This is an optimization exercise on Yosys and OpenROAD, whose aim is small area, a short achievable clock period and few clock cycles, not a production implementation.
Function was checked by simulation only, so behaviour that the tests miss may differ from the original.
Power and IR drop assume default switching activity.

## flow/design.v (module list and top-level ports; edited modules follow where they fit)
// module Mux2: 11 lines
// module FullAdd: 10 lines
// module HalfAdd: 9 lines
// module CarryAdd: 395 lines
// module MacTree: 2711 lines
// module BoothEnc: 16 lines
// module Dense: 142 lines
module Dense #(parameter
    IN_COUNT = 1600,
    OUT_COUNT = 10,
    DATA_SIZE = 32,
    WEIGHT_ADR_WIDTH = 14,
    BIAS_ADR_WIDTH = 4,
    IN_ADR_WIDTH = 11,
    OUT_ADR_WIDTH = 4
) (
    clk,
    rst,
    weightAdr,
    weightData,
    biasAdr,
    biasData,
    axisif_start,
    axisif_done,
    axisif_bufferIn_adr,
    axisif_bufferIn_data,
    axisif_bufferOut_adr,
    axisif_bufferOut_data,
    axisif_bufferOut_wr
);
  // ...
==> flow/flow/run.sh <==
#!/bin/bash
# Own layout flow: the standard ORFS flow (standard.sh) with two changes:
#  - timing repair aims for a larger setup slack than the default, so that the
#    repair steps size up and buffer the critical paths;
#  - the port buffers are buf_2 cells.
# The clock period and constraints are the standard flow's, unchanged. make's full output
# goes to flow_make.log; every ORFS step also writes its own log under
# orfs/logs/.
set -euo pipefail
bash standard.sh SETUP_SLACK_MARGIN=16.5 "BUFFER_PORTS_ARGS=-buffer_cell sky130_fd_sc_hd__buf_2" finish > flow_make.log 2>&1
==> flow/standard.sh <==
#!/bin/bash
# synth_recipe.tcl (not shown) runs the flow's synth.tcl, then flattens the netlist and writes it again
# the make line also repeats each setting of config.mk as NAME=value (left out here)
make -C /OpenROAD-flow-scripts/flow DESIGN_CONFIG=/design/flow/config.mk WORK_HOME=/design/flow/orfs CLKGATE_MAP_FILE= SYNTH_SCRIPT=/design/flow/synth_recipe.tcl "${@:-finish}"
==> flow/config.mk <==
export PLATFORM = sky130hd
export DESIGN_NAME = Dense
export DESIGN_NICKNAME = Dense
export VERILOG_FILES = /design/flow/design.v
export SDC_FILE = /design/flow/constraint.sdc
export NUM_CORES = 8
export LEC_CHECK = 0
export CAP_MARGIN = 20
export CORE_MARGIN = 2
export CORE_UTILIZATION = 60
export SLEW_MARGIN = 20
export SYNTH_HIERARCHICAL = 1
==> flow/constraint.sdc <==
create_clock -name core_clock -period 22.0 [get_ports {clk}]
set_input_delay 4.4000 -clock core_clock [delete_from_list [all_inputs] [get_ports {clk}]]
set_output_delay 4.4000 -clock core_clock [all_outputs]
set_load 0.01 [all_outputs]
==> results.toml, run 1 <==
[flow_run]
max_cap_viol = 0

[worst_setup_path]
cp.buffers_inverters = 1
setup.worst_path.start_class = "register"
reg2reg_slack_ns = 16.57
critical_path_required_ns = 17.60
critical_path.cell_chain = "buf_2"
critical_path.endpoint = "weightAdr[1]"

[sta]
post-route-min-period_ns = 5.51
relSlewSlack_pct = 29.7
worst_hold_slack_ns = 0.321

[pwr]
fin_total_pwr_mw = 5.44
p_sw_share_pct = 43.2

[die]
io-pin-count = 166
tapCellCount = 696
coreArea_sq_um = 53700

[status]
outcome = "no timing/DRC/antenna violations"

[cells_and_area]
most_frequent_standard_cell_in_the_layout_excluding_fill_and_tap_cells = "sky130_fd_sc_hd__xnor2_1"
layout_top_registers = "hc_r: 42 flops, hs_r: 42 flops"
finalNonFillerCells = 3734
share_of_the_final_layout_cell_area_in_multi_input_gates_pct = 66.9
non_clock_buffer_count = 274
layout.cells.most_common_list = "538 x sky130_fd_sc_hd__xnor2_1, 495 x sky130_fd_sc_hd__o22ai_1, 452 x sky130_fd_sc_hd__fa_1"

[synth]
ys_warn_count = 7

[drt]
route.vias.total = 24400
antenna_left = 0
drt_drc_violations_left = 0
drt_pass1_iterations = 6
route.layer.met1.wl_um = 37900

[placed_design]
dpl-instance-area_sq_um = 32900
portBuffers = 165

[hold_path]
holdPathEnd = "r3[25]$_DFF_P_"

[global_routing]
first_global_vias = 25900
globalRouteOverflowTotal = 0

[clocking]
h-tree-depth = 2
postCtsResizedCells = 62
Testbench counts, summed over its fixed seeds: cycles 328,620.
==> module CarryAdd, before the edit <==
module CarryAdd (
    input  [41:0] a,
    input  [41:0] b,
    input         ci,
    output [41:0] s
);
wire G1;
wire G10;
wire G11;
wire G12;
wire G13;
wire G14;
wire G15;
wire G16;
wire G17;
wire G18;
wire G19;
wire G2;
wire G20;
wire G21;
wire G22;
wire G23;
wire G24;
wire G25;
wire G26;
wire G27;
wire G28;
wire G29;
wire G3;
wire G30;
wire G31;
wire G32;
wire G33;
wire G34;
wire G35;
wire G36;
wire G37;
wire G38;
wire G39;
wire G4;
wire G40;
wire G41;
wire G42;
wire G43;
wire G44;
wire G45;
wire G46;
wire G47;
wire G48;
wire G49;
wire G5;
wire G50;
wire G51;
wire G52;
wire G53;
wire G54;
wire G55;
wire G56;
wire G57;
wire G58;
wire G59;
wire G6;
wire G60;
wire G61;
wire G62;
wire G63;
wire G64;
wire G65;
wire G66;
wire G67;
wire G68;
wire G69;
wire G7;
wire G70;
wire G71;
wire G72;
wire G73;
wire G74;
wire G75;
wire G76;
wire G8;
wire G9;
wire P10;
wire P11;
wire P12;
wire P13;
wire P14;
wire P15;
wire P16;
wire P17;
wire P18;
wire P19;
wire P2;
wire P20;
wire P21;
wire P23;
wire P24;
wire P25;
wire P26;
wire P27;
wire P28;
wire P29;
wire P3;
wire P30;
wire P31;
wire P33;
wire P34;
wire P35;
wire P36;
wire P38;
wire P4;
wire P5;
wire P6;
wire P7;
wire P8;
wire P9;
wire g0;
wire g1;
wire g10;
wire g11;
wire g12;
wire g13;
wire g14;
wire g15;
wire g16;
wire g17;
wire g18;
wire g19;
wire g2;
wire g20;
wire g21;
wire g22;
wire g23;
wire g24;
wire g25;
wire g26;
wire g27;
wire g28;
wire g29;
wire g3;
wire g30;
wire g31;
wire g32;
wire g33;
wire g34;
wire g35;
wire g36;
wire g37;
wire g38;
wire g39;
wire g4;
wire g40;
wire g41;
wire g5;
wire g6;
wire g7;
wire g8;
wire g9;
wire p0;
wire p1;
wire p10;
wire p11;
wire p12;
wire p13;
wire p14;
wire p15;
wire p16;
wire p17;
wire p18;
wire p19;
wire p2;
wire p20;
wire p21;
wire p22;
wire p23;
wire p24;
wire p25;
wire p26;
wire p27;
wire p28;
wire p29;
wire p3;
wire p30;
wire p31;
wire p32;
wire p33;
wire p34;
wire p35;
wire p36;
wire p37;
wire p38;
wire p39;
wire p4;
wire p40;
wire p41;
wire p5;
wire p6;
wire p7;
wire p8;
wire p9;
HalfAdd h0 (.a(a[0]), .b(b[0]), .s(p0), .co(g0));
HalfAdd h1 (.a(a[1]), .b(b[1]), .s(p1), .co(g1));
HalfAdd h2 (.a(a[2]), .b(b[2]), .s(p2), .co(g2));
HalfAdd h3 (.a(a[3]), .b(b[3]), .s(p3), .co(g3));
HalfAdd h4 (.a(a[4]), .b(b[4]), .s(p4), .co(g4));
HalfAdd h5 (.a(a[5]), .b(b[5]), .s(p5), .co(g5));
HalfAdd h6 (.a(a[6]), .b(b[6]), .s(p6), .co(g6));
HalfAdd h7 (.a(a[7]), .b(b[7]), .s(p7), .co(g7));
HalfAdd h8 (.a(a[8]), .b(b[8]), .s(p8), .co(g8));
HalfAdd h9 (.a(a[9]), .b(b[9]), .s(p9), .co(g9));
HalfAdd h10 (.a(a[10]), .b(b[10]), .s(p10), .co(g10));
HalfAdd h11 (.a(a[11]), .b(b[11]), .s(p11), .co(g11));
HalfAdd h12 (.a(a[12]), .b(b[12]), .s(p12), .co(g12));
HalfAdd h13 (.a(a[13]), .b(b[13]), .s(p13), .co(g13));
HalfAdd h14 (.a(a[14]), .b(b[14]), .s(p14), .co(g14));
HalfAdd h15 (.a(a[15]), .b(b[15]), .s(p15), .co(g15));
HalfAdd h16 (.a(a[16]), .b(b[16]), .s(p16), .co(g16));
HalfAdd h17 (.a(a[17]), .b(b[17]), .s(p17), .co(g17));
HalfAdd h18 (.a(a[18]), .b(b[18]), .s(p18), .co(g18));
HalfAdd h19 (.a(a[19]), .b(b[19]), .s(p19), .co(g19));
HalfAdd h20 (.a(a[20]), .b(b[20]), .s(p20), .co(g20));
HalfAdd h21 (.a(a[21]), .b(b[21]), .s(p21), .co(g21));
HalfAdd h22 (.a(a[22]), .b(b[22]), .s(p22), .co(g22));
HalfAdd h23 (.a(a[23]), .b(b[23]), .s(p23), .co(g23));
HalfAdd h24 (.a(a[24]), .b(b[24]), .s(p24), .co(g24));
HalfAdd h25 (.a(a[25]), .b(b[25]), .s(p25), .co(g25));
HalfAdd h26 (.a(a[26]), .b(b[26]), .s(p26), .co(g26));
HalfAdd h27 (.a(a[27]), .b(b[27]), .s(p27), .co(g27));
HalfAdd h28 (.a(a[28]), .b(b[28]), .s(p28), .co(g28));
HalfAdd h29 (.a(a[29]), .b(b[29]), .s(p29), .co(g29));
HalfAdd h30 (.a(a[30]), .b(b[30]), .s(p30), .co(g30));
HalfAdd h31 (.a(a[31]), .b(b[31]), .s(p31), .co(g31));
HalfAdd h32 (.a(a[32]), .b(b[32]), .s(p32), .co(g32));
HalfAdd h33 (.a(a[33]), .b(b[33]), .s(p33), .co(g33));
HalfAdd h34 (.a(a[34]), .b(b[34]), .s(p34), .co(g34));
HalfAdd h35 (.a(a[35]), .b(b[35]), .s(p35), .co(g35));
HalfAdd h36 (.a(a[36]), .b(b[36]), .s(p36), .co(g36));
HalfAdd h37 (.a(a[37]), .b(b[37]), .s(p37), .co(g37));
HalfAdd h38 (.a(a[38]), .b(b[38]), .s(p38), .co(g38));
HalfAdd h39 (.a(a[39]), .b(b[39]), .s(p39), .co(g39));
HalfAdd h40 (.a(a[40]), .b(b[40]), .s(p40), .co(g40));
HalfAdd h41 (.a(a[41]), .b(b[41]), .s(p41), .co(g41));
assign G1 = g0 | (p0 & ci);
assign G2 = g2 | (p2 & g1);
assign P2 = p2 & p1;
assign G3 = g4 | (p4 & g3);
assign P3 = p4 & p3;
assign G4 = g6 | (p6 & g5);
assign P4 = p6 & p5;
assign G5 = g8 | (p8 & g7);
assign P5 = p8 & p7;
assign G6 = g10 | (p10 & g9);
assign P6 = p10 & p9;
assign G7 = g12 | (p12 & g11);
assign P7 = p12 & p11;
assign G8 = g14 | (p14 & g13);
assign P8 = p14 & p13;
assign G9 = g16 | (p16 & g15);
assign P9 = p16 & p15;
assign G10 = g18 | (p18 & g17);
assign P10 = p18 & p17;
assign G11 = g20 | (p20 & g19);
assign P11 = p20 & p19;
assign G12 = g22 | (p22 & g21);
assign P12 = p22 & p21;
assign G13 = g24 | (p24 & g23);
assign P13 = p24 & p23;
assign G14 = g26 | (p26 & g25);
assign P14 = p26 & p25;
assign G15 = g28 | (p28 & g27);
assign P15 = p28 & p27;
assign G16 = g30 | (p30 & g29);
assign P16 = p30 & p29;
assign G17 = g32 | (p32 & g31);
assign P17 = p32 & p31;
assign G18 = g34 | (p34 & g33);
assign P18 = p34 & p33;
assign G19 = g36 | (p36 & g35);
assign P19 = p36 & p35;
assign G20 = g38 | (p38 & g37);
assign P20 = p38 & p37;
assign G21 = g40 | (p40 & g39);
assign P21 = p40 & p39;
assign G22 = G2 | (P2 & G1);
assign G23 = G4 | (P4 & G3);
assign P23 = P4 & P3;
assign G24 = G6 | (P6 & G5);
assign P24 = P6 & P5;
assign G25 = G8 | (P8 & G7);
assign P25 = P8 & P7;
assign G26 = G10 | (P10 & G9);
assign P26 = P10 & P9;
assign G27 = G12 | (P12 & G11);
assign P27 = P12 & P11;
assign G28 = G14 | (P14 & G13);
assign P28 = P14 & P13;
assign G29 = G16 | (P16 & G15);
assign P29 = P16 & P15;
assign G30 = G18 | (P18 & G17);
assign P30 = P18 & P17;
assign G31 = G20 | (P20 & G19);
assign P31 = P20 & P19;
assign G32 = G23 | (P23 & G22);
assign G33 = G25 | (P25 & G24);
assign P33 = P25 & P24;
assign G34 = G27 | (P27 & G26);
assign P34 = P27 & P26;
assign G35 = G29 | (P29 & G28);
assign P35 = P29 & P28;
assign G36 = G31 | (P31 & G30);
assign P36 = P31 & P30;
assign G37 = G33 | (P33 & G32);
assign G38 = G35 | (P35 & G34);
assign P38 = P35 & P34;
assign G39 = G38 | (P38 & G37);
assign G40 = G34 | (P34 & G37);
assign G41 = G36 | (P36 & G39);
assign G42 = G24 | (P24 & G32);
assign G43 = G26 | (P26 & G37);
assign G44 = G28 | (P28 & G40);
assign G45 = G30 | (P30 & G39);
assign G46 = G3 | (P3 & G22);
assign G47 = G5 | (P5 & G32);
assign G48 = G7 | (P7 & G42);
assign G49 = G9 | (P9 & G37);
assign G50 = G11 | (P11 & G43);
assign G51 = G13 | (P13 & G40);
assign G52 = G15 | (P15 & G44);
assign G53 = G17 | (P17 & G39);
assign G54 = G19 | (P19 & G45);
assign G55 = G21 | (P21 & G41);
assign G56 = g1 | (p1 & G1);
assign G57 = g3 | (p3 & G22);
assign G58 = g5 | (p5 & G46);
assign G59 = g7 | (p7 & G32);
assign G60 = g9 | (p9 & G47);
assign G61 = g11 | (p11 & G42);
assign G62 = g13 | (p13 & G48);
assign G63 = g15 | (p15 & G37);
assign G64 = g17 | (p17 & G49);
assign G65 = g19 | (p19 & G43);
assign G66 = g21 | (p21 & G50);
assign G67 = g23 | (p23 & G40);
assign G68 = g25 | (p25 & G51);
assign G69 = g27 | (p27 & G44);
assign G70 = g29 | (p29 & G52);
assign G71 = g31 | (p31 & G39);
assign G72 = g33 | (p33 & G53);
assign G73 = g35 | (p35 & G45);
assign G74 = g37 | (p37 & G54);
assign G75 = g39 | (p39 & G41);
assign G76 = g41 | (p41 & G55);
assign s[0] = p0 ^ ci;
assign s[1] = p1 ^ G1;
assign s[2] = p2 ^ G56;
assign s[3] = p3 ^ G22;
assign s[4] = p4 ^ G57;
assign s[5] = p5 ^ G46;
assign s[6] = p6 ^ G58;
assign s[7] = p7 ^ G32;
assign s[8] = p8 ^ G59;
assign s[9] = p9 ^ G47;
assign s[10] = p10 ^ G60;
assign s[11] = p11 ^ G42;
assign s[12] = p12 ^ G61;
assign s[13] = p13 ^ G48;
assign s[14] = p14 ^ G62;
assign s[15] = p15 ^ G37;
assign s[16] = p16 ^ G63;
assign s[17] = p17 ^ G49;
assign s[18] = p18 ^ G64;
assign s[19] = p19 ^ G43;
assign s[20] = p20 ^ G65;
assign s[21] = p21 ^ G50;
assign s[22] = p22 ^ G66;
assign s[23] = p23 ^ G40;
assign s[24] = p24 ^ G67;
assign s[25] = p25 ^ G51;
assign s[26] = p26 ^ G68;
assign s[27] = p27 ^ G44;
assign s[28] = p28 ^ G69;
assign s[29] = p29 ^ G52;
assign s[30] = p30 ^ G70;
assign s[31] = p31 ^ G39;
assign s[32] = p32 ^ G71;
assign s[33] = p33 ^ G53;
assign s[34] = p34 ^ G72;
assign s[35] = p35 ^ G45;
assign s[36] = p36 ^ G73;
assign s[37] = p37 ^ G54;
assign s[38] = p38 ^ G74;
assign s[39] = p39 ^ G41;
assign s[40] = p40 ^ G75;
assign s[41] = p41 ^ G55;
endmodule
==> module Dense, before the edit <==
module Dense #(parameter
    IN_COUNT = 1600,
    OUT_COUNT = 10,
    DATA_SIZE = 32,
    WEIGHT_ADR_WIDTH = 14,
    BIAS_ADR_WIDTH = 4,
    IN_ADR_WIDTH = 11,
    OUT_ADR_WIDTH = 4
) (
    clk,
    rst,
    weightAdr,
    weightData,
    biasAdr,
    biasData,
    axisif_start,
    axisif_done,
    axisif_bufferIn_adr,
    axisif_bufferIn_data,
    axisif_bufferOut_adr,
    axisif_bufferOut_data,
    axisif_bufferOut_wr
);
    input clk, rst;
    output  [WEIGHT_ADR_WIDTH-1:0]              weightAdr;
    input   [DATA_SIZE-1:0]                     weightData;
    output  [BIAS_ADR_WIDTH-1:0]                biasAdr;
    input   [DATA_SIZE-1:0]                     biasData;
    input                                   axisif_start;
    output                                  axisif_done;
    output      [IN_ADR_WIDTH-1:0]          axisif_bufferIn_adr;
    input       [DATA_SIZE-1:0]             axisif_bufferIn_data;
    output      [OUT_ADR_WIDTH-1:0]         axisif_bufferOut_adr;
    output      [DATA_SIZE-1:0]             axisif_bufferOut_data;
    output                                  axisif_bufferOut_wr;
    localparam PH_IDLE = 2'd0, PH_BIAS = 2'd1, PH_RUN = 2'd2;
    reg [1:0]  ph;
    reg        pass;      
    reg [10:0] s;         
    reg        sdone;     
    reg        hold2;     
    reg [2:0]  cnt;       
    reg [2:0]  sl;        
    reg [13:0] wa;        
    reg        aB, aC, aW;
    reg        bB, bC;
    reg [3:0]  adrB, adrC, adrW;
    reg        busy_r;    
    reg [31:0] x1, wr1;
    reg [31:0] r0, r1, r2, r3;
    localparam CW = 42;   
    reg [CW-1:0] hs_r, hc_r;
    reg        cin_r;
    wire nz = |axisif_bufferIn_data;
    wire idle = (ph == PH_IDLE);
    wire busy = ~idle;
    wire free = (cnt[2:1] == 2'b00);              
    wire pass_end = (ph == PH_RUN) & sdone & free;
    wire init = idle | (pass_end & ~pass);        
    wire canD = busy & ~sdone & ~hold2 & free;    
    wire last_in = (s == IN_COUNT - 1);
    wire [2:0] sl_n = sl[2] ? 3'd0 : sl + 3'd1;
    wire [13:0] cand = {s, 3'b000} + {2'b00, s, 1'b0} + (pass ? 14'd5 : 14'd0) + {11'd0, sl_n};
    wire [13:0] step = (sl_n == 3'd0) ? wa - 14'd4 : wa + 14'd1;
    wire [2:0] cntdec = (cnt == 3'd0) ? 3'd0 : cnt - 3'd1;
    wire aA = busy;
    wire aA_n = idle ? axisif_start : ~(pass_end & pass);
    wire bA = (ph == PH_BIAS);
    wire [3:0] adrA = pass ? {1'b0, sl} + 4'd5 : {1'b0, sl};
    wire scan = busy & ~sdone;
    wire advn = scan & hold2;
    wire [10:0] s_z = init ? 11'd0 : (scan & ~last_in) ? s + 11'd1 : s;
    wire [10:0] s_n = init ? 11'd0 : (advn & ~last_in) ? s + 11'd1 : s;
    wire sdone_z = ~init & (sdone | (scan & last_in));
    wire sdone_n = ~init & (sdone | (advn & last_in));
    wire [2:0] cnt_z = init ? 3'd5 : cntdec;
    wire [2:0] cnt_n = (init | canD) ? 3'd5 : cntdec;
    wire [15:0] nxt;
    Mux2 #(16) late (
        .data0({s_z, sdone_z, cnt_z, 1'b0}),
        .data1({s_n, sdone_n, cnt_n, canD}),
        .sel(nz),
        .out(nxt)
    );
    always @(posedge clk or posedge rst) begin
        if (rst) begin
            ph <= PH_IDLE;
            aB <= 1'b0;
            aC <= 1'b0;
            aW <= 1'b0;
            busy_r <= 1'b0;
        end else begin
            aB <= aA;
            aC <= aB;
            aW <= aC;
            busy_r <= aA_n | aA | aB | aC;
            case (ph)
                PH_IDLE: if (axisif_start)
                    ph <= PH_BIAS;
                PH_BIAS: if (cnt == 3'd1)
                    ph <= PH_RUN;
                default: if (pass_end)
                    ph <= pass ? PH_IDLE : PH_BIAS;
            endcase
        end
    end
    always @(posedge clk) begin
        sl <= sl_n;
        bB <= bA;
        bC <= bB;
        adrB <= adrA;
        adrC <= adrB;
        adrW <= adrC;
        pass <= ~idle & (pass | pass_end);
        {s, sdone, cnt, hold2} <= nxt;
        wa <= canD ? cand : step;
    end
    wire [CW-1:0] hs, hc;
    wire cin;
    MacTree tree (.x(x1), .w(wr1), .acc(r3), .hs(hs), .hc(hc), .cin(cin));
    wire [CW-1:0] sum;
    CarryAdd cpa (.a(hs_r), .b(hc_r), .ci(cin_r), .s(sum));
    always @(posedge clk) begin
        wr1 <= weightData & {32{cnt != 3'd0}};
        if (hold2)
            x1 <= axisif_bufferIn_data;
        hs_r <= hs;
        hc_r <= hc;
        cin_r <= cin;
        r0 <= bC ? biasData : sum[CW-1:CW-32];
        r1 <= r0;
        r2 <= r1;
        r3 <= r2;
    end
    assign weightAdr = wa;
    assign biasAdr = adrC;
    assign axisif_bufferIn_adr = s;
    assign axisif_bufferOut_adr = adrW;
    assign axisif_bufferOut_data = r0;
    assign axisif_bufferOut_wr = aW;
    assign axisif_done = ~busy_r;
endmodule
==> run 2: changes to the inputs <==
--- a/flow/design.v
+++ b/flow/design.v
@@ -27,17 +27,17 @@
 );
     assign s = a ^ b;
     assign co = a & b;
 endmodule
 module CarryAdd (
     input  [41:0] a,
     input  [41:0] b,
     input         ci,
-    output [41:0] s
+    output [41:10] s
 );
 wire G1;
 wire G10;
 wire G11;
 wire G12;
 wire G13;
 wire G14;
 wire G15;
@@ -223,26 +223,36 @@
 wire p4;
 wire p40;
 wire p41;
 wire p5;
 wire p6;
 wire p7;
 wire p8;
 wire p9;
-HalfAdd h0 (.a(a[0]), .b(b[0]), .s(p0), .co(g0));
-HalfAdd h1 (.a(a[1]), .b(b[1]), .s(p1), .co(g1));
-HalfAdd h2 (.a(a[2]), .b(b[2]), .s(p2), .co(g2));
-HalfAdd h3 (.a(a[3]), .b(b[3]), .s(p3), .co(g3));
-HalfAdd h4 (.a(a[4]), .b(b[4]), .s(p4), .co(g4));
-HalfAdd h5 (.a(a[5]), .b(b[5]), .s(p5), .co(g5));
-HalfAdd h6 (.a(a[6]), .b(b[6]), .s(p6), .co(g6));
-HalfAdd h7 (.a(a[7]), .b(b[7]), .s(p7), .co(g7));
-HalfAdd h8 (.a(a[8]), .b(b[8]), .s(p8), .co(g8));
-HalfAdd h9 (.a(a[9]), .b(b[9]), .s(p9), .co(g9));
+assign g0 = a[0] & b[0];
+assign p0 = a[0] | b[0];
+assign g1 = a[1] & b[1];
+assign p1 = a[1] | b[1];
+assign g2 = a[2] & b[2];
+assign p2 = a[2] | b[2];
+assign g3 = a[3] & b[3];
+assign p3 = a[3] | b[3];
+assign g4 = a[4] & b[4];
+assign p4 = a[4] | b[4];
+assign g5 = a[5] & b[5];
+assign p5 = a[5] | b[5];
+assign g6 = a[6] & b[6];
+assign p6 = a[6] | b[6];
+assign g7 = a[7] & b[7];
+assign p7 = a[7] | b[7];
+assign g8 = a[8] & b[8];
+assign p8 = a[8] | b[8];
+assign g9 = a[9] & b[9];
+assign p9 = a[9] | b[9];
 HalfAdd h10 (.a(a[10]), .b(b[10]), .s(p10), .co(g10));
 HalfAdd h11 (.a(a[11]), .b(b[11]), .s(p11), .co(g11));
 HalfAdd h12 (.a(a[12]), .b(b[12]), .s(p12), .co(g12));
 HalfAdd h13 (.a(a[13]), .b(b[13]), .s(p13), .co(g13));
 HalfAdd h14 (.a(a[14]), .b(b[14]), .s(p14), .co(g14));
 HalfAdd h15 (.a(a[15]), .b(b[15]), .s(p15), .co(g15));
 HalfAdd h16 (.a(a[16]), .b(b[16]), .s(p16), .co(g16));
 HalfAdd h17 (.a(a[17]), .b(b[17]), .s(p17), .co(g17));
@@ -375,26 +385,16 @@
 assign G69 = g27 | (p27 & G44);
 assign G70 = g29 | (p29 & G52);
 assign G71 = g31 | (p31 & G39);
 assign G72 = g33 | (p33 & G53);
 assign G73 = g35 | (p35 & G45);
 assign G74 = g37 | (p37 & G54);
 assign G75 = g39 | (p39 & G41);
 assign G76 = g41 | (p41 & G55);
-assign s[0] = p0 ^ ci;
-assign s[1] = p1 ^ G1;
-assign s[2] = p2 ^ G56;
-assign s[3] = p3 ^ G22;
-assign s[4] = p4 ^ G57;
-assign s[5] = p5 ^ G46;
-assign s[6] = p6 ^ G58;
-assign s[7] = p7 ^ G32;
-assign s[8] = p8 ^ G59;
-assign s[9] = p9 ^ G47;
 assign s[10] = p10 ^ G60;
 assign s[11] = p11 ^ G42;
 assign s[12] = p12 ^ G61;
 assign s[13] = p13 ^ G48;
 assign s[14] = p14 ^ G62;
 assign s[15] = p15 ^ G37;
 assign s[16] = p16 ^ G63;
 assign s[17] = p17 ^ G49;
@@ -3124,18 +3124,57 @@
 HalfAdd us1538 (.a(k1531), .b(s1536), .s(s1538), .co(k1539));
 FullAdd us1540 (.a(acc[30]), .b(p495), .c(p526), .s(s1540), .co(k1541));
 FullAdd us1542 (.a(k1535), .b(s1540), .c(k1537), .s(s1542), .co(k1543));
 assign s1544 = ~(acc[31] ^ p527);
 assign k1545 = acc[31] | p527;
 HalfAdd us1546 (.a(s1544), .b(k1541), .s(s1546), .co(k1547));
 wire [19:0] lowa = {s704, k671, k655, k639, k625, k611, s608, k587, k577, s574, s564, k551, s548, s542, s536, s532, k529, p34, p2, bp0};
 wire [19:0] lowb = {s706, s688, s670, s654, s638, s624, s610, s598, s586, s576, s566, s558, s550, s544, s538, s534, s530, s528, 1'b0, p1};
-wire [20:0] lows = {1'b0, lowa} + {1'b0, lowb};
-assign cin = lows[20];
+wire [19:0] lg = lowa & lowb;
+wire [19:0] lt = lowa | lowb;
+wire cg1 = lg[1] | (lt[1] & lg[0]);
+wire ct1 = lt[1] & lt[0];
+wire cg2 = lg[3] | (lt[3] & lg[2]);
+wire ct2 = lt[3] & lt[2];
+wire cg3 = lg[5] | (lt[5] & lg[4]);
+wire ct3 = lt[5] & lt[4];
+wire cg4 = lg[7] | (lt[7] & lg[6]);
+wire ct4 = lt[7] & lt[6];
+wire cg5 = lg[9] | (lt[9] & lg[8]);
+wire ct5 = lt[9] & lt[8];
+wire cg6 = lg[11] | (lt[11] & lg[10]);
+wire ct6 = lt[11] & lt[10];
+wire cg7 = lg[13] | (lt[13] & lg[12]);
+wire ct7 = lt[13] & lt[12];
+wire cg8 = lg[15] | (lt[15] & lg[14]);
+wire ct8 = lt[15] & lt[14];
+wire cg9 = lg[17] | (lt[17] & lg[16]);
+wire ct9 = lt[17] & lt[16];
+wire cg10 = lg[19] | (lt[19] & lg[18]);
+wire ct10 = lt[19] & lt[18];
+wire cg11 = cg2 | (ct2 & cg1);
+wire ct11 = ct2 & ct1;
+wire cg12 = cg4 | (ct4 & cg3);
+wire ct12 = ct4 & ct3;
+wire cg13 = cg6 | (ct6 & cg5);
+wire ct13 = ct6 & ct5;
+wire cg14 = cg8 | (ct8 & cg7);
+wire ct14 = ct8 & ct7;
+wire cg15 = cg10 | (ct10 & cg9);
+wire ct15 = ct10 & ct9;
+wire cg16 = cg12 | (ct12 & cg11);
+wire ct16 = ct12 & ct11;
+wire cg17 = cg14 | (ct14 & cg13);
+wire ct17 = ct14 & ct13;
+wire cg18 = cg17 | (ct17 & cg16);
+wire ct18 = ct17 & ct16;
+wire cg19 = cg15 | (ct15 & cg18);
+wire ct19 = ct15 & ct18;
+assign cin = cg19;
 assign hs = {s1546, k1539, s1538, k1527, s1526, k1511, s1510, k1491, s1490, k1467, s1466, k1439, s1438, k1407, s1406, k1371, s1370, k1331, s1330, k1287, s1286, k1239, s1238, k1187, s1186, k1131, s1130, k1071, k1039, k1007, s1006, k947, k919, s916, k865, k839, k815, k791, k769, k747, k727, k707};
 assign hc = {k1543, s1542, k1533, s1532, k1519, s1518, k1501, s1500, k1479, s1478, k1453, s1452, k1423, s1422, k1389, s1388, k1351, s1350, k1309, s1308, k1263, s1262, k1213, s1212, k1159, s1158, k1101, s1100, s1070, s1038, k977, s976, s946, s918, s890, s864, s838, s814, s790, s768, s746, s726};
 endmodule
 module BoothEnc (
     input  b2,
     input  b1,
     input  b0,
     output sa,
@@ -3191,39 +3230,42 @@
     reg [10:0] s;         
     reg        sdone;     
     reg        hold2;     
     reg [2:0]  cnt;       
     reg [2:0]  sl;        
     reg [13:0] wa;        
     reg        aB, aC, aW;
     reg        bB, bC;
-    reg [3:0]  adrB, adrC, adrW;
+    reg        passB;
+    reg [3:0]  adrC, adrW;
     reg        busy_r;    
     reg [31:0] x1, wr1;
     reg [31:0] r0, r1, r2, r3;
     localparam CW = 42;   
     reg [CW-1:0] hs_r, hc_r;
     reg        cin_r;
     wire nz = |axisif_bufferIn_data;
     wire idle = (ph == PH_IDLE);
     wire busy = ~idle;
     wire free = (cnt[2:1] == 2'b00);              
     wire pass_end = (ph == PH_RUN) & sdone & free;
     wire init = idle | (pass_end & ~pass);        
     wire canD = busy & ~sdone & ~hold2 & free;    
     wire last_in = (s == IN_COUNT - 1);
     wire [2:0] sl_n = sl[2] ? 3'd0 : sl + 3'd1;
     wire [13:0] cand = {s, 3'b000} + {2'b00, s, 1'b0} + (pass ? 14'd5 : 14'd0) + {11'd0, sl_n};
-    wire [13:0] step = (sl_n == 3'd0) ? wa - 14'd4 : wa + 14'd1;
+    wire wrap = (sl_n == 3'd0);
+    wire [13:0] step = wa + {{12{wrap}}, 1'b0, ~wrap};    
     wire [2:0] cntdec = (cnt == 3'd0) ? 3'd0 : cnt - 3'd1;
     wire aA = busy;
     wire aA_n = idle ? axisif_start : ~(pass_end & pass);
     wire bA = (ph == PH_BIAS);
-    wire [3:0] adrA = pass ? {1'b0, sl} + 4'd5 : {1'b0, sl};
+    wire [2:0] slC_n = (sl == 3'd0) ? 3'd4 : sl - 3'd1;
+    wire [3:0] adrC_n = passB ? {1'b0, slC_n} + 4'd5 : {1'b0, slC_n};
     wire scan = busy & ~sdone;
     wire advn = scan & hold2;
     wire [10:0] s_z = init ? 11'd0 : (scan & ~last_in) ? s + 11'd1 : s;
     wire [10:0] s_n = init ? 11'd0 : (advn & ~last_in) ? s + 11'd1 : s;
     wire sdone_z = ~init & (sdone | (scan & last_in));
     wire sdone_n = ~init & (sdone | (advn & last_in));
     wire [2:0] cnt_z = init ? 3'd5 : cntdec;
     wire [2:0] cnt_n = (init | canD) ? 3'd5 : cntdec;
@@ -3232,50 +3274,51 @@
         .data0({s_z, sdone_z, cnt_z, 1'b0}),
         .data1({s_n, sdone_n, cnt_n, canD}),
         .sel(nz),
         .out(nxt)
     );
     always @(posedge clk or posedge rst) begin
         if (rst) begin
             ph <= PH_IDLE;
+            sl <= 3'd0;
             aB <= 1'b0;
             aC <= 1'b0;
             aW <= 1'b0;
             busy_r <= 1'b0;
         end else begin
+            sl <= sl_n;
             aB <= aA;
             aC <= aB;
             aW <= aC;
             busy_r <= aA_n | aA | aB | aC;
             case (ph)
                 PH_IDLE: if (axisif_start)
                     ph <= PH_BIAS;
                 PH_BIAS: if (cnt == 3'd1)
                     ph <= PH_RUN;
                 default: if (pass_end)
                     ph <= pass ? PH_IDLE : PH_BIAS;
             endcase
         end
     end
     always @(posedge clk) begin
-        sl <= sl_n;
         bB <= bA;
         bC <= bB;
-        adrB <= adrA;
-        adrC <= adrB;
+        passB <= pass;
+        adrC <= adrC_n;
         adrW <= adrC;
         pass <= ~idle & (pass | pass_end);
         {s, sdone, cnt, hold2} <= nxt;
-        wa <= canD ? cand : step;
+        wa <= (canD | init) ? cand : step;
     end
     wire [CW-1:0] hs, hc;
     wire cin;
     MacTree tree (.x(x1), .w(wr1), .acc(r3), .hs(hs), .hc(hc), .cin(cin));
-    wire [CW-1:0] sum;
+    wire [CW-1:CW-32] sum;
     CarryAdd cpa (.a(hs_r), .b(hc_r), .ci(cin_r), .s(sum));
     always @(posedge clk) begin
         wr1 <= weightData & {32{cnt != 3'd0}};
         if (hold2)
             x1 <= axisif_bufferIn_data;
         hs_r <= hs;
         hc_r <= hc;
         cin_r <= cin;
==> flow/config.mk (replaced) <==
export PLATFORM = sky130hd
export DESIGN_NAME = Dense
export DESIGN_NICKNAME = Dense
export VERILOG_FILES = /design/flow/design.v
export SDC_FILE = /design/flow/constraint.sdc
export NUM_CORES = 8
export LEC_CHECK = 0
export CAP_MARGIN = 20
export CORE_MARGIN = 2
export CORE_UTILIZATION = 70
export CTS_CLUSTER_DIAMETER = 120
export CTS_CLUSTER_SIZE = 25
export SLEW_MARGIN = 20
export SYNTH_HIERARCHICAL = 1
==> results.toml, run 2 <==
[status]
outcome = "no timing/DRC/antenna violations"

[placed_design]
placed_cells = 3557
finalWeightedCongestion = 0.933
portBuffers = 165
final_hpwl_from_detailed_placement_um = 62900

[synth]
synth_commonest_cells = "541 x sky130_fd_sc_hd__xnor2_1, 503 x sky130_fd_sc_hd__o22ai_1, 452 x sky130_fd_sc_hd__fa_1"
post-synth-top-area-fraction_pct = 27.9
synth_async_sr_flop_share_pct = 2.74
ffs_latches_synth = 328
synth-edff-count = 32
netlist_area_sq_um = 32400
synthesis.instances = 3119
seq_area_frac_synth_pct = 21.4
yosysMostFrequentCell = "sky130_fd_sc_hd__xnor2_1"
synth.distinct_cells = 85
synthDominantAreaCellType = "sky130_fd_sc_hd__fa_1"
postSynth.topFlopCell = "sky130_fd_sc_hd__dfxtp_1"
postSynthAreaPerCell_sq_um = 10.4
cells_taking_the_most_area_after_synthesis = "sky130_fd_sc_hd__fa_1 28%, sky130_fd_sc_hd__dfxtp_1 18%, sky130_fd_sc_hd__xnor2_1 15%"
ys_warn_count = 7

[die]
coreArea_sq_um = 45600
initial_utilization_pct = 71.1
rows = 78
die_height_um = 219
die_width_um = 219
floorplan.die_area_sq_um = 48000
io-pin-count = 166

[sta]
final-hold-violation-count = 0
worst_hold_slack_ns = 0.322
post-route-min-period_ns = 5.55
clock_skew_ns = 0.0201
rsz0062_at_grt = "true"
fmax_ghz = 0.180
report.final.slew_viol_count = 0
relSlewSlack_pct = 28.3
finalSetupViolCount = 0
final.period_utilization_pct = 25.2
setup-tns-final_ns = 0
timing_worst_slew_pin_value_ns = 1.07

[pwr]
power_leakage_nw = 12.6
vdd_ir_drop_max_mv = 0.225
power.density_nw_per_um2 = 152

[cells_and_area]
area_of_the_multi_input_gates_sq_um = 23300
ff_latch_area_sq_um = 7040
layout.filler_cells = 3266
finalNonFillerCells = 3609
flow.area_growth_from_synthesis_pct = 3.82
layout.cells.most_common_list = "541 x sky130_fd_sc_hd__xnor2_1, 503 x sky130_fd_sc_hd__o22ai_1, 452 x sky130_fd_sc_hd__fa_1"
layout_top_registers = "hc_r: 42 flops, hs_r: 42 flops"
final_layout_size_suffix_gt1_share_pct = 15.7
layout.nets = 3701
most_frequent_standard_cell_in_the_layout_excluding_fill_and_tap_cells = "sky130_fd_sc_hd__xnor2_1"

[worst_setup_path]
regToRegEndpoint = "cin_r$_DFF_P_"
setup.worst_path.start_class = "primary input"
worst-setup-path-type = "in2reg"
reg2reg_slack_ns = 16.50
worst_setup_path_end_kind = "register"
crit_start = "axisif_bufferIn_data[17]"
timing.reg2reg.worst_path_depth = 17
critical_path_peak_fanout = 16
source_of_the_worst_register_to_register_timing_path = "wr1[5]$_DFF_P_"
critical_path_required_ns = 22.44
timing.critical_path.arrival_ns = 5.99

[global_routing]
globalRouteOverflowTotal = 0
grt_util_all_layers_pct = 40.9
grt_first_pass_wirelength_um = 150000
antenna_found_initial = 2
first_global_vias = 26900
grt_max_degree = 45

[clocking]
worst_skew_pair.late_latency_ns = 0.56
h-tree-depth = 1
cts_hold_repair.buffers = 0
clock-root-buffer = "sky130_fd_sc_hd__clkbuf_16"
clockBufferDepth = 3
clkTransAtPathRegs_ns = 0.10
numClockSinks = 328
cts_made_buffers = 17
cts_tree = "built"

[drt]
drt_pass1_iterations = 8
drt_drc_violations_left = 0
vias_per_cell = 7.05
route.vias.total = 25400
drt_iter0_markers = 3130
antenna_left = 0
wirelength_um = 97700
drt-wirelength-per-cell_um = 27.1

[hold_path]
hold_path_class = "reg2reg"
worstHoldStart = "r2[12]$_DFF_P_"
holdPathEnd = "r3[12]$_DFF_P_"
worst_hold_path.num_cells = 0

[flow_run]
max_cap_viol = 0
==> run 2: modules after synthesis (local to each module, per instance), a selection <==
module	cell area (sq um)	times used	flops+latches
Dense	9890	1	328
FullAdd	20.0	450	0
MacTree	10300	1	0
HalfAdd	12.5	76	0
CarryAdd	1030	1	0
BoothEnc	61.3	16	0
==> run 2: worst max-delay path by stage <==
stage / to / slack, ns / depth (start not counted)
after global placement: s[7]$_DFF_P_ / 15.96 / 5
final: s[6]$_DFF_P_ / 16.45 / 5
after detailed placement: s[4]$_DFF_P_ / 15.91 / 5
after floorplan: s[0]$_DFF_P_ / 16.33 / 6
after CTS: axisif_done / 16.46 / 2
after global routing: cin_r$_DFF_P_ / 16.38 / 17
==> run 2: stage by stage <==
step	utilization [%]	area, sq um	total power [mW]	setup slack, ns
CTS	73.5	33500	5.14	16.46
global route	73.8	33600	5.70	16.38
floorplan	-	32500	5.14	16.33
finish	73.8	33600	5.13	16.45
global placement	71.9	32800	4.58	15.96
detailed placement	71.9	32800	4.73	15.91
==> run 2: where the power goes <==
part           leakage [nW]  total [mW]  internal [mW]  switching (mW)
Clock                 0.244       0.355          0.152           0.203
Combinational          9.55        3.76           1.77            1.98
Sequential             2.80        1.02          0.931          0.0889
==> run 2: layout make-up <==
class | count | share of cell area, %
timing repair buffer | 267 | 5.06
clock buffer | 26 | 1.39
sequential | 328 | 20.9
multi-input combinational | 2283 | 69.1
inverter | 100 | 1.13
tap | 600 | 2.23
antenna | 2 | 0.0149
clock inverter | 3 | 0.108
==> run 2: cells by family (layout without fill, tap and decap cells) <==
group,after synthesis,count (layout),synth area share (%)
AO/OA/AOI/OAI,736,736,14.5
flip-flops,328,328,21.4
multiplexers,58,58,2.10
other,2,7,0.0232
adder cells (fa/ha/maj),606,606,33.9
XOR/XNOR,573,573,15.5
AND/OR/NAND/NOR,305,305,5.35
buffers and inverters,511,396,7.30
==> run 2: worst max-delay path, stage by stage <==
cell	delay, ns
sky130_fd_sc_hd__buf_2	0.11
sky130_fd_sc_hd__nor4_2	0.55
sky130_fd_sc_hd__nand4_1	0.17
sky130_fd_sc_hd__or2_4	0.39
sky130_fd_sc_hd__mux2_4	0.34
==> run 2: metal layers <==
layer  part of all wire (%)  GRT usage [%]
met4                    6.4           22.2
met5                      0              0
met2                     45           64.7
met1                     35           49.8
met3                     13           13.3
==> run 2: what timing repair did <==
item | 4_1_cts | 5_1_grt
pin swaps | 0 | 1
hold endpoints to repair | 0 | 0
gates cloned | 0 | 0
setup endpoints to repair | 47 | 22
resized for setup | 55 | 24
setup buffers | 14 | 7
Testbench counts of run 2, summed over its fixed seeds: cycles 328,620.
==> run 3: changes to the inputs <==
==> flow/run.sh (new file) <==
#!/bin/bash
# synth_recipe.tcl (not shown) runs the flow's synth.tcl, then flattens the netlist and writes it again
# the make line also repeats each setting of config.mk as NAME=value (left out here)
make -C /OpenROAD-flow-scripts/flow DESIGN_CONFIG=/design/flow/config.mk WORK_HOME=/design/flow/orfs CLKGATE_MAP_FILE= SYNTH_SCRIPT=/design/flow/synth_recipe.tcl finish
removed: flow/flow/run.sh
removed: flow/standard.sh
==> results.toml, run 3 <==
[drt]
drt_pass1_iterations = 9
wirelength_um = 98300
drt-wirelength-per-cell_um = 27.4
route.vias.total = 25700
antenna_left = 0
vias_per_cell = 7.16
drt_drc_violations_left = 0
drt_iter0_markers = 3584

[cells_and_area]
layout_top_registers = "hc_r: 42 flops, hs_r: 42 flops"
layout.filler_cells = 3240
final_core_util_pct = 74.7
most_frequent_standard_cell_in_the_layout_excluding_fill_and_tap_cells = "sky130_fd_sc_hd__xnor2_1"
final_layout_size_suffix_gt1_share_pct = 8.41
layout.nets = 3680
layout.cells.most_common_list = "541 x sky130_fd_sc_hd__xnor2_1, 503 x sky130_fd_sc_hd__o22ai_1, 452 x sky130_fd_sc_hd__fa_1"
n_antenna_cell = 0
flow.area_growth_from_synthesis_pct = 5.00
finalInstanceArea_sq_um = 34000

[die]
initial_utilization_pct = 71.1
floorplan.die_area_sq_um = 48000
die_width_um = 219
rows = 78
die_height_um = 219
coreArea_sq_um = 45600
io-pin-count = 166

[status]
outcome = "no timing/DRC/antenna violations"

[synth]
synth.distinct_cells = 85
postSynth.topFlopCell = "sky130_fd_sc_hd__dfxtp_1"
synthDominantAreaCellType = "sky130_fd_sc_hd__fa_1"
synth-edff-count = 32
synthesis.instances = 3119
netlist_area_sq_um = 32400
cells_taking_the_most_area_after_synthesis = "sky130_fd_sc_hd__fa_1 28%, sky130_fd_sc_hd__dfxtp_1 18%, sky130_fd_sc_hd__xnor2_1 15%"
postSynthAreaPerCell_sq_um = 10.4
ffs_latches_synth = 328
post-synth-top-area-fraction_pct = 27.9
ys_warn_count = 7
synth_commonest_cells = "541 x sky130_fd_sc_hd__xnor2_1, 503 x sky130_fd_sc_hd__o22ai_1, 452 x sky130_fd_sc_hd__fa_1"
seq_area_frac_synth_pct = 21.4
synth_async_sr_flop_share_pct = 2.74
yosysMostFrequentCell = "sky130_fd_sc_hd__xnor2_1"

[clocking]
clock-root-buffer = "sky130_fd_sc_hd__clkbuf_16"
numClockSinks = 328
postCtsResizedCells = 0
worst_skew_pair.late_latency_ns = 0.56
cts_tree = "built"
h-tree-depth = 1
clkTransAtPathRegs_ns = 0.11
cts_hold_repair.buffers = 0
postCtsSetupBuffers = 0
cts_made_buffers = 17
clockBufferDepth = 3

[worst_setup_path]
worst-setup-path-type = "in2reg"
worst_setup_path_end_kind = "register"
critical_path_peak_fanout = 16
critical_path_required_ns = 22.46
timing.critical_path.arrival_ns = 6.71
setup.worst_path.start_class = "primary input"

[pwr]
fin_total_pwr_mw = 5.25
power.density_nw_per_um2 = 154
power_leakage_nw = 12.4
vdd_ir_drop_max_mv = 0.194

[sta]
clock_skew_ns = 0.0239
final-hold-violation-count = 0
timing_worst_slew_pin_value_ns = 1.21
fmax_ghz = 0.160
setup-tns-final_ns = 0
rsz0062_at_grt = "false"
final.period_utilization_pct = 28.4
report.final.slew_viol_count = 0
finalSetupViolCount = 0
relSlewSlack_pct = 19.1
post-route-min-period_ns = 6.25
worst_hold_slack_ns = 0.331

[placed_design]
dpl-instance-area_sq_um = 33500
portBuffers = 165
final_hpwl_from_detailed_placement_um = 62600
finalWeightedCongestion = 0.916

[hold_path]
hold_path_class = "reg2reg"

[global_routing]
antenna_found_initial = 1
grt_max_degree = 45
first_global_vias = 26900
grt_util_all_layers_pct = 41.3
grt_first_pass_wirelength_um = 151000
globalRouteOverflowTotal = 0

[flow_run]
max_cap_viol = 0
==> run 3: cell counts after synthesis <==
Identical to the previous run, type by type.
==> run 3: critical path, stage by stage <==
cell and delay, ns:
sky130_fd_sc_hd__clkdlybuf4s50_1 0.44, sky130_fd_sc_hd__nor4_1 0.74, sky130_fd_sc_hd__nand4_1 0.14, sky130_fd_sc_hd__or2_2 0.59
sky130_fd_sc_hd__mux2_4 0.39
==> run 3: final timing paths <==
path | end | cells after the start | slack [ns] | start
worst max-delay path | s[3]$_DFF_P_ | 5 | 15.75 | axisif_bufferIn_data[17]
worst min-delay path | bC$_DFF_P_ | 0 | 0.33 | bB$_DFF_P_
worst max register to register | cin_r$_DFF_P_ | 16 | 15.99 | wr1[9]$_DFF_P_
worst min register to register | bC$_DFF_P_ | 0 | 0.33 | bB$_DFF_P_
max in group asynchronous | sl[1]$_DFF_PP0_ | 2 | 17.64 | rst
min in group asynchronous | ph[1]$_DFFE_PP0P_ | 2 | 4.10 | rst
==> run 3: layout make-up <==
| cell class | count | area [sq um] | share of cell area, % |
|---|---|---|---|
| Clock inverter | 2 | 28.8 | 0.0846 |
| Timing Repair Buffer | 246 | 2260 | 6.64 |
| Inverter | 100 | 375 | 1.10 |
| Clock buffer | 24 | 462 | 1.36 |
| Tap cell | 600 | 751 | 2.21 |
| Sequential cell | 328 | 6950 | 20.4 |
| Multi-Input combinational cell | 2283 | 23200 | 68.2 |
==> run 3: report_power, final <==
group	switching, mW	internal, mW
clock	0.206	0.151
sequential	0.0911	0.932
combinational	2.04	1.83
==> run 3: cells by family (layout without fill, tap and decap cells) <==
| kind of cell | count (synthesis) | count (layout) | share of synthesized area, % |
|---|---|---|---|
| AO/OA/AOI/OAI | 736 | 736 | 14.5 |
| XOR/XNOR | 573 | 573 | 15.5 |
| AND/OR/NAND/NOR | 305 | 305 | 5.35 |
| other | 2 | 5 | 0.0232 |
| flip-flops | 328 | 328 | 21.4 |
| buffers and inverters | 511 | 372 | 7.30 |
| adder cells (fa/ha/maj) | 606 | 606 | 33.9 |
| multiplexers | 58 | 58 | 2.10 |
==> run 3: metrics by stage <==
| step | setup slack [ns] | instances |
|---|---|---|
| finish | 15.75 | 3583 |
| global route | 15.67 | 3583 |
| CTS | 15.77 | 3583 |
| detailed placement | 15.19 | 3557 |
| global placement | 15.19 | 3557 |
| floorplan | 16.27 | 3122 |
==> run 3: routing by layer <==
metal  vias up  part of all wire [%]  global-route usage [%]
met2      2127                    45                    64.2
met1     12500                    35                    50.9
met5         -                     0                   0.208
met4         0                   6.4                    22.3
met3       631                    14                    14.1
li1      10400                     -                       -
==> run 3: per-module statistics from Yosys (local to each module, per instance), a selection <==
| module | cells inside | times used | flip-flops and latches | area (sq um) |
|---|---|---|---|---|
| MacTree | 1537 | 1 | 0 | 10300 |
| Dense | 744 | 1 | 328 | 9890 |
| CarryAdd | 150 | 1 | 0 | 1030 |
| BoothEnc | 9 | 16 | 0 | 61.3 |
| FullAdd | 1 | 450 | 0 | 20.0 |
| HalfAdd | 1 | 76 | 0 | 12.5 |
==> run 4: changes to the inputs <==
--- a/flow/design.v
+++ b/flow/design.v
@@ -9,6 +9,45 @@
     output wire [SIZE-1:0] out;
     assign out = sel ? data1 : data0;
 endmodule
+module Nor2g (
+    input  a,
+    input  b,
+    output y
+);
+    assign y = ~(a | b);
+endmodule
+module Nand2g (
+    input  a,
+    input  b,
+    output y
+);
+    assign y = ~(a & b);
+endmodule
+module ZeroTest (
+    input  [31:0] d,
+    output        z
+);
+    wire [15:0] l1;
+    wire [7:0]  l2;
+    wire [3:0]  l3;
+    wire [1:0]  l4;
+    genvar i;
+    generate
+        for (i = 0; i < 16; i = i + 1) begin : g1
+            Nor2g u (.a(d[2*i]), .b(d[2*i+1]), .y(l1[i]));
+        end
+        for (i = 0; i < 8; i = i + 1) begin : g2
+            Nand2g u (.a(l1[2*i]), .b(l1[2*i+1]), .y(l2[i]));
+        end
+        for (i = 0; i < 4; i = i + 1) begin : g3
+            Nor2g u (.a(l2[2*i]), .b(l2[2*i+1]), .y(l3[i]));
+        end
+        for (i = 0; i < 2; i = i + 1) begin : g4
+            Nand2g u (.a(l3[2*i]), .b(l3[2*i+1]), .y(l4[i]));
+        end
+    endgenerate
+    Nor2g u5 (.a(l4[0]), .b(l4[1]), .y(z));
+endmodule
 module FullAdd (
     input  a,
     input  b,
@@ -3243,7 +3282,8 @@
     localparam CW = 42;   
     reg [CW-1:0] hs_r, hc_r;
     reg        cin_r;
-    wire nz = |axisif_bufferIn_data;
+    wire zin;
+    ZeroTest zt (.d(axisif_bufferIn_data), .z(zin));
     wire idle = (ph == PH_IDLE);
     wire busy = ~idle;
     wire free = (cnt[2:1] == 2'b00);              
@@ -3271,9 +3311,9 @@
     wire [2:0] cnt_n = (init | canD) ? 3'd5 : cntdec;
     wire [15:0] nxt;
     Mux2 #(16) late (
-        .data0({s_z, sdone_z, cnt_z, 1'b0}),
-        .data1({s_n, sdone_n, cnt_n, canD}),
-        .sel(nz),
+        .data0({s_n, sdone_n, cnt_n, canD}),
+        .data1({s_z, sdone_z, cnt_z, 1'b0}),
+        .sel(zin),
         .out(nxt)
     );
     always @(posedge clk or posedge rst) begin
==> results.toml, run 4 <==
[status]
outcome = "no timing/DRC/antenna violations"

[worst_setup_path]
regToRegEndpoint = "cin_r$_DFF_P_"
source_of_the_worst_register_to_register_timing_path = "wr1[3]$_DFF_P_"
setup.worst_path.start_class = "primary input"
timing.reg2reg.worst_path_depth = 17
reg2reg_slack_ns = 16.02
timing.critical_path.slowest_cell_delay_ns = 0.83
critical_path.cell_chain = "clkdlybuf4s50_1 > nor2_1 > nand2_1 > nor2_1 > nand2_1 > nor2_2 > mux2_2"
crit_path_top_delay_cell = "sky130_fd_sc_hd__nor2_2"
critical_path_required_ns = 22.43
worst_setup_path_end_kind = "register"
critical_path_peak_fanout = 16
worst-setup-path-type = "in2reg"
timing.critical_path.arrival_ns = 6.89

[placed_design]
final_hpwl_from_detailed_placement_um = 62500
pre_cts_setup_slack_ns = 14.98
portBuffers = 165
dpl-instance-area_sq_um = 33600
placed_cells = 3577
finalWeightedCongestion = 0.941

[sta]
rsz0062_at_grt = "false"
timing_worst_slew_pin_value_ns = 1.08
setup-tns-final_ns = 0
post-route-min-period_ns = 6.46
clock_skew_ns = 0.0244
relSlewSlack_pct = 27.2
worst_hold_slack_ns = 0.314
final.setup.worst_slack_ns = 15.54
fmax_ghz = 0.155
finalSetupViolCount = 0
final.period_utilization_pct = 29.4
report.final.slew_viol_count = 0
final-hold-violation-count = 0

[global_routing]
grt_util_all_layers_pct = 41.8
grt_first_pass_wirelength_um = 153000
first_global_vias = 27200
globalRouteOverflowTotal = 0
antenna_found_initial = 4
grt_max_degree = 45

[pwr]
vdd_ir_drop_max_mv = 0.184
clkPwrFrac_pct = 6.6
power.density_nw_per_um2 = 157
p_sw_share_pct = 44.8
cellInternalPower_mw = 2.95
share_comb_of_total_power_pct = 74.3
power_leakage_nw = 12.4
power.switching_mw = 2.40
fin_total_pwr_mw = 5.35
seq_power_share_pct = 19.1

[cells_and_area]
layout_top_registers = "hc_r: 42 flops, hs_r: 42 flops"
layout.cells.most_common_list = "541 x sky130_fd_sc_hd__xnor2_1, 503 x sky130_fd_sc_hd__o22ai_1, 452 x sky130_fd_sc_hd__fa_1"
final_layout_size_suffix_gt1_share_pct = 8.29
finalNonFillerCells = 3606
finalInstanceArea_sq_um = 34100
layout.nets = 3700
most_frequent_standard_cell_in_the_layout_excluding_fill_and_tap_cells = "sky130_fd_sc_hd__xnor2_1"
flow.area_growth_from_synthesis_pct = 4.96
final_core_util_pct = 74.7

[drt]
drt_drc_violations_left = 0
drt_pass1_iterations = 9
wirelength_um = 99500
antenna_left = 0
route.vias.total = 25800
vias_per_cell = 7.17
drt_iter0_markers = 3725
drt-wirelength-per-cell_um = 27.6

[clocking]
cts_tree = "built"
cts_made_buffers = 17
worst_skew_pair.late_latency_ns = 0.55
postCtsResizedCells = 0
clkTransAtPathRegs_ns = 0.11
clock-root-buffer = "sky130_fd_sc_hd__clkbuf_16"
clockBufferDepth = 3
cts_hold_repair.buffers = 0
postCtsSetupBuffers = 0
numClockSinks = 328
h-tree-depth = 1

[die]
coreArea_sq_um = 45600
rows = 78
die_width_um = 219
initial_utilization_pct = 71.2
die_height_um = 219
floorplan.die_area_sq_um = 48100
io-pin-count = 166

[synth]
postSynthAreaPerCell_sq_um = 10.3
yosysMostFrequentCell = "sky130_fd_sc_hd__xnor2_1"
seq_area_frac_synth_pct = 21.4
synth.distinct_cells = 85
synth_async_sr_flop_share_pct = 2.74
post-synth-top-area-fraction_pct = 27.9
netlist_area_sq_um = 32500
synthDominantAreaCellType = "sky130_fd_sc_hd__fa_1"
postSynth.topFlopCell = "sky130_fd_sc_hd__dfxtp_1"
synth-edff-count = 32
ys_warn_count = 7
synth_commonest_cells = "541 x sky130_fd_sc_hd__xnor2_1, 503 x sky130_fd_sc_hd__o22ai_1, 452 x sky130_fd_sc_hd__fa_1"
cells_taking_the_most_area_after_synthesis = "sky130_fd_sc_hd__fa_1 28%, sky130_fd_sc_hd__dfxtp_1 18%, sky130_fd_sc_hd__xnor2_1 15%"
synthesis.instances = 3139
ffs_latches_synth = 328

[hold_path]
hold_path_class = "reg2reg"
worst_hold_path.num_cells = 0
worstHoldStart = "r2[5]$_DFF_P_"
holdPathEnd = "r3[5]$_DFF_P_"

[flow_run]
max_cap_viol = 0
[run 4: changes by cell type after synthesis, sizes merged, moves of 2 or more]
| cell | previous run | this run |
|---|---|---|
| nor2 | 81 | 102 |
| nand2 | 36 | 46 |
| nor4 | 16 | 8 |
| buf | 136 | 132 |
| clkbuf | 275 | 279 |
| nand4 | 22 | 20 |
[run 4: power by group through the flow]
stage / logic, mW / registers [mW] / clock network (mW)
2_1_floorplan: 4.11 / 1.03 / 0
3_3_place_gp: 3.71 / 1.03 / 0
3_5_place_dp: 3.87 / 1.04 / 0
4_1_cts: 3.93 / 1.02 / 0.359
5_1_grt: 4.43 / 1.04 / 0.378
6_report: 3.97 / 1.02 / 0.353
[run 4: worst max-delay path, delay by kind of cell]
kind,cells,cell delay [ns]
AND/OR/NAND/NOR,5,1.61
buffers and inverters,1,0.45
multiplexers,1,0.43
[run 4: layout make-up]
cell class / instances / area [sq um]
Sequential cell: 328 / 6950
Antenna cell: 1 / 2.50
Clock inverter: 2 / 25.0
Timing Repair Buffer: 246 / 2260
Inverter: 100 / 375
Multi-Input combinational cell: 2303 / 23200
Clock buffer: 26 / 459
Tap cell: 600 / 751
Fill cell: 3209 / 11500
[run 4: cell families after synthesis]
| family | Yosys count | share of synthesized area, % |
|---|---|---|
| simple gates | 325 | 5.49 |
| compound gates | 736 | 14.5 |
| mux | 58 | 2.10 |
| buf+inv | 511 | 7.27 |
| fa+ha+maj | 606 | 33.8 |
| xor+xnor | 573 | 15.5 |
| flops | 328 | 21.4 |
| other cells | 2 | 0.0231 |
[run 4: how the worst max path moves through the flow]
stage                             start              to  slack (ns)
5_1_grt         axisif_bufferIn_data[1]  cnt[1]$_DFF_P_       15.44
4_1_cts         axisif_bufferIn_data[3]  cnt[1]$_DFF_P_       15.55
2_1_floorplan  axisif_bufferIn_data[21]    s[0]$_DFF_P_       16.53
3_5_place_dp    axisif_bufferIn_data[3]  cnt[1]$_DFF_P_       14.98
6_report        axisif_bufferIn_data[3]  cnt[1]$_DFF_P_       15.54
3_3_place_gp    axisif_bufferIn_data[1]   hold2$_DFF_P_       15.03
[run 4: per-module statistics from Yosys, one instance, submodules excluded, a selection]
module,cells inside,copies in the design,cell area (sq um)
BoothEnc,9,16,61.3
CarryAdd,150,1,1030
Dense,733,1,9820
HalfAdd,1,76,12.5
MacTree,1537,1,10300
Nor2g,1,21,3.75
[run 4: routing by layer]
layer	GRT usage [%]	share of wire, %
met1	52.7	36
met2	64.0	44
met3	12.6	13
met4	23.7	6.4
met5	0.313	0.039
Testbench counts of run 4, summed over its fixed seeds: cycles 328,620.
==> run 5: changes to the inputs <==
==> flow/flow/run.sh (new file) <==
#!/bin/bash
# Own layout flow: the standard ORFS flow (standard.sh) with two changes:
#  - timing repair aims for a larger setup slack than the default, so that the
#    repair steps size up and buffer the critical paths;
#  - the port buffers are buf_2 cells.
# The clock period and constraints are the standard flow's, unchanged. make's full output
# goes to flow_make.log; every ORFS step also writes its own log under
# orfs/logs/.
set -euo pipefail
bash standard.sh SETUP_SLACK_MARGIN=16.5 "BUFFER_PORTS_ARGS=-buffer_cell sky130_fd_sc_hd__buf_2" finish > flow_make.log 2>&1
==> flow/standard.sh (new file) <==
#!/bin/bash
# synth_recipe.tcl (not shown) runs the flow's synth.tcl, then flattens the netlist and writes it again
# the make line also repeats each setting of config.mk as NAME=value (left out here)
make -C /OpenROAD-flow-scripts/flow DESIGN_CONFIG=/design/flow/config.mk WORK_HOME=/design/flow/orfs CLKGATE_MAP_FILE= SYNTH_SCRIPT=/design/flow/synth_recipe.tcl "${@:-finish}"
removed: flow/run.sh
==> results.toml, run 5 <==
[synth]
seq_area_frac_synth_pct = 21.4
synth-xor-area-share_pct = 15.5
postSynthAreaPerCell_sq_um = 10.3
combinational_family_with_the_most_area_after_synthesis = "adder cells"
synth_async_sr_flop_share_pct = 2.74
ffs_latches_synth = 328
post-synth-top-area-fraction_pct = 27.9
synth_fa_ha_area_share_pct = 33.8
share_of_the_synthesized_area_in_compound_gates_ao_oa_aoi_oai_pct = 14.5
synthesis.instances = 3139
synth-edff-count = 32
ys_warn_count = 7
yosysMostFrequentCell = "sky130_fd_sc_hd__xnor2_1"
netlist_area_sq_um = 32500
synthDominantAreaCellType = "sky130_fd_sc_hd__fa_1"
synth.distinct_cells = 85
synth_commonest_cells = "541 x sky130_fd_sc_hd__xnor2_1, 503 x sky130_fd_sc_hd__o22ai_1, 452 x sky130_fd_sc_hd__fa_1"
cells_taking_the_most_area_after_synthesis = "sky130_fd_sc_hd__fa_1 28%, sky130_fd_sc_hd__dfxtp_1 18%, sky130_fd_sc_hd__xnor2_1 15%"
postSynth.topFlopCell = "sky130_fd_sc_hd__dfxtp_1"
yosys.area_share.simple_pct = 5.49
synth_mux_area_share_pct = 2.10

[die]
floorplan.die_area_sq_um = 48100
coreArea_sq_um = 45600
die_width_um = 219
io-pin-count = 166
rows = 78
die_height_um = 219
initial_utilization_pct = 71.2

[worst_setup_path]
worst-setup-path-type = "in2reg"
critical_path_peak_fanout = 10
crit_start = "axisif_bufferIn_data[1]"
source_of_the_worst_register_to_register_timing_path = "wr1[3]$_DFF_P_"
worst_setup_path_end_kind = "register"
critical_path_required_ns = 22.43
timing.critical_path.arrival_ns = 5.92
setup.worst_path.start_class = "primary input"

[flow_run]
max_cap_viol = 0

[sta]
final.period_utilization_pct = 25.0
rsz0062_at_grt = "true"
post-route-min-period_ns = 5.49
final-hold-violation-count = 0
final.setup.worst_slack_ns = 16.51
timing_worst_slew_pin_value_ns = 1.11
clock_skew_ns = 0.0224
fmax_ghz = 0.182
setup-tns-final_ns = 0
finalSetupViolCount = 0
report.final.slew_viol_count = 0
relSlewSlack_pct = 25.8
worst_hold_slack_ns = 0.320

[global_routing]
globalRouteOverflowTotal = 0
grt_max_degree = 45
grt_first_pass_wirelength_um = 152000
grt_util_all_layers_pct = 41.7
first_global_vias = 27100
antenna_found_initial = 0

[pwr]
power_leakage_nw = 12.6
vdd_ir_drop_max_mv = 0.190
power.density_nw_per_um2 = 156

[drt]
drt-wirelength-per-cell_um = 27.3
vias_per_cell = 7.04
wirelength_um = 99100
drt_drc_violations_left = 0
route.vias.total = 25600
antenna_left = 0
drt_pass1_iterations = 14
drt_iter0_markers = 3373

[clocking]
clkTransAtPathRegs_ns = 0.11
h-tree-depth = 1
numClockSinks = 328
cts_made_buffers = 17
clockBufferDepth = 3
cts_tree = "built"
clock-root-buffer = "sky130_fd_sc_hd__clkbuf_16"
worst_skew_pair.late_latency_ns = 0.55

[cells_and_area]
layout_top_registers = "hc_r: 42 flops, hs_r: 42 flops"
final_layout_size_suffix_gt1_share_pct = 15.5
layout.filler_cells = 3321
flow.area_growth_from_synthesis_pct = 3.86
most_frequent_standard_cell_in_the_layout_excluding_fill_and_tap_cells = "sky130_fd_sc_hd__xnor2_1"
layout.cells.most_common_list = "541 x sky130_fd_sc_hd__xnor2_1, 503 x sky130_fd_sc_hd__o22ai_1, 452 x sky130_fd_sc_hd__fa_1"
finalNonFillerCells = 3633
n_antenna_cell = 0
layout.nets = 3727
finalInstanceArea_sq_um = 33700

[placed_design]
final_hpwl_from_detailed_placement_um = 62000
dpl-instance-area_sq_um = 32800
pre_cts_setup_slack_ns = 15.31
placed_cells = 3577
portBuffers = 165
finalWeightedCongestion = 0.928

[hold_path]
worstHoldStart = "r1[7]$_DFF_P_"
hold_path_class = "reg2reg"

[status]
outcome = "no timing/DRC/antenna violations"
run 5: cell counts after synthesis:
Identical to the previous run, type by type.
run 5: stage by stage:
step	utilization (%)	total power, mW
after floorplan	-	5.14
after global placement	71.9	4.69
after detailed placement	71.9	4.83
after CTS	73.5	5.24
after global routing	74.0	5.81
final	74.0	5.26
run 5: layout make-up:
cell class	count	area [sq um]	share of cell area (%)
Multi-Input combinational cell	2303	23300	69.0
Sequential cell	328	7040	20.9
Timing Repair Buffer	273	1760	5.22
Tap cell	600	751	2.23
Clock buffer	27	484	1.44
Inverter	100	383	1.14
Clock inverter	2	25.0	0.0742
run 5: path summary, 6_finish.rpt:
check	endpoint	slack, ns	cells past startpoint
worst max-delay path	cnt[1]$_DFF_P_	16.51	8
worst min-delay path	r2[7]$_DFF_P_	0.32	0
worst max register to register	hc_r[14]$_DFF_P_	16.55	13
worst min register to register	r2[7]$_DFF_P_	0.32	0
max in group asynchronous	ph[1]$_DFFE_PP0P_	17.84	2
min in group asynchronous	aB$_DFF_PP0_	3.85	2
run 5: power by group:
part	internal, mW	switching [mW]
combinational	1.82	2.06
clock	0.156	0.202
sequential	0.931	0.0899
run 5: layer usage:
layer  wire length [um]  vias to the layer above  GRT usage, %  share of wire, %
met4               5880                        0          21.1               5.9
met2              44500                     2090          64.6                45
met5                  0                        -         0.208                 0
li1                   -                    10500             -                 -
met1              36100                    12500          52.6                36
met3              12600                      527          13.2                13
run 5: critical path, stage by stage:
cell and delay, ns:
sky130_fd_sc_hd__buf_2 0.10, sky130_fd_sc_hd__nor2_1 0.09, sky130_fd_sc_hd__nand2_1 0.12, sky130_fd_sc_hd__nor2_2 0.33
sky130_fd_sc_hd__nand2_1 0.17, sky130_fd_sc_hd__nor2_4 0.19, sky130_fd_sc_hd__buf_12 0.16, sky130_fd_sc_hd__mux2_2 0.35
run 5: kinds of logic (layout without fill, tap and decap cells):
family	after synthesis	after routing
muxes	58	58
AOI/OAI and AO/OA	736	736
DFF	328	328
adders and majority gates	606	606
xor gates and xnor gates	573	573
buffers and inverters	511	402
and+or+nand+nor	325	325
other	2	5
run 5: repair_timing:
| action | CTS | global route |
|---|---|---|
| pin swaps | 1 | 0 |
| hold buffers | 0 | 0 |
| setup buffers | 12 | 15 |
| gates resized for setup | 51 | 33 |
| endpoints found under the setup margin | 47 | 40 |
run 5: Yosys stat by module (local to each module, per instance), excerpt:
module	cells	flops+latches	times used	area, sq um
MacTree	1537	0	1	10300
Dense	733	328	1	9820
CarryAdd	150	0	1	1030
BoothEnc	9	0	16	61.3
FullAdd	1	0	450	20.0
HalfAdd	1	0	76	12.5
Nand2g	1	0	10	3.75
Nor2g	1	0	21	3.75

[what the ideal ports hide]
In the flow no input, the clock included, has a driving cell. The finished layouts below were timed again as built, in two steps. Step 1, drivers: a clkbuf_16 drives clk and a buf_2 each remaining input, both assumed. Step 2 adds t to the input delays and takes it off the output delays; t is the mean of the earliest and latest rising clock arrival at the registers after step 1. Input paths then give back, and output paths get back, about the clock's delay inside the block. Three values: ideal, step 1, step 2; two values: the first two.
| run | shift t [ns] | setup WS [ns] | worst setup path after step 2 |
|---|---|---|---|
| run 1 | 0.625 | 16.490 / 16.427 / 16.061 | input to register |
| run 2 | 0.615 | 16.451 / 16.427 / 15.877 | input to register |
| run 3 | 0.611 | 15.750 / 15.747 / 15.182 | input to register |
| run 4 | 0.600 | 15.537 / 15.575 / 14.975 | input to register |
| run 5 | 0.601 | 16.505 / 16.465 / 15.940 | input to register |
After both steps setup and hold are still met in every run listed. The setup slack of run 2, which loses most, moves by -0.024 ns with the drivers and by -0.574 ns with both steps.
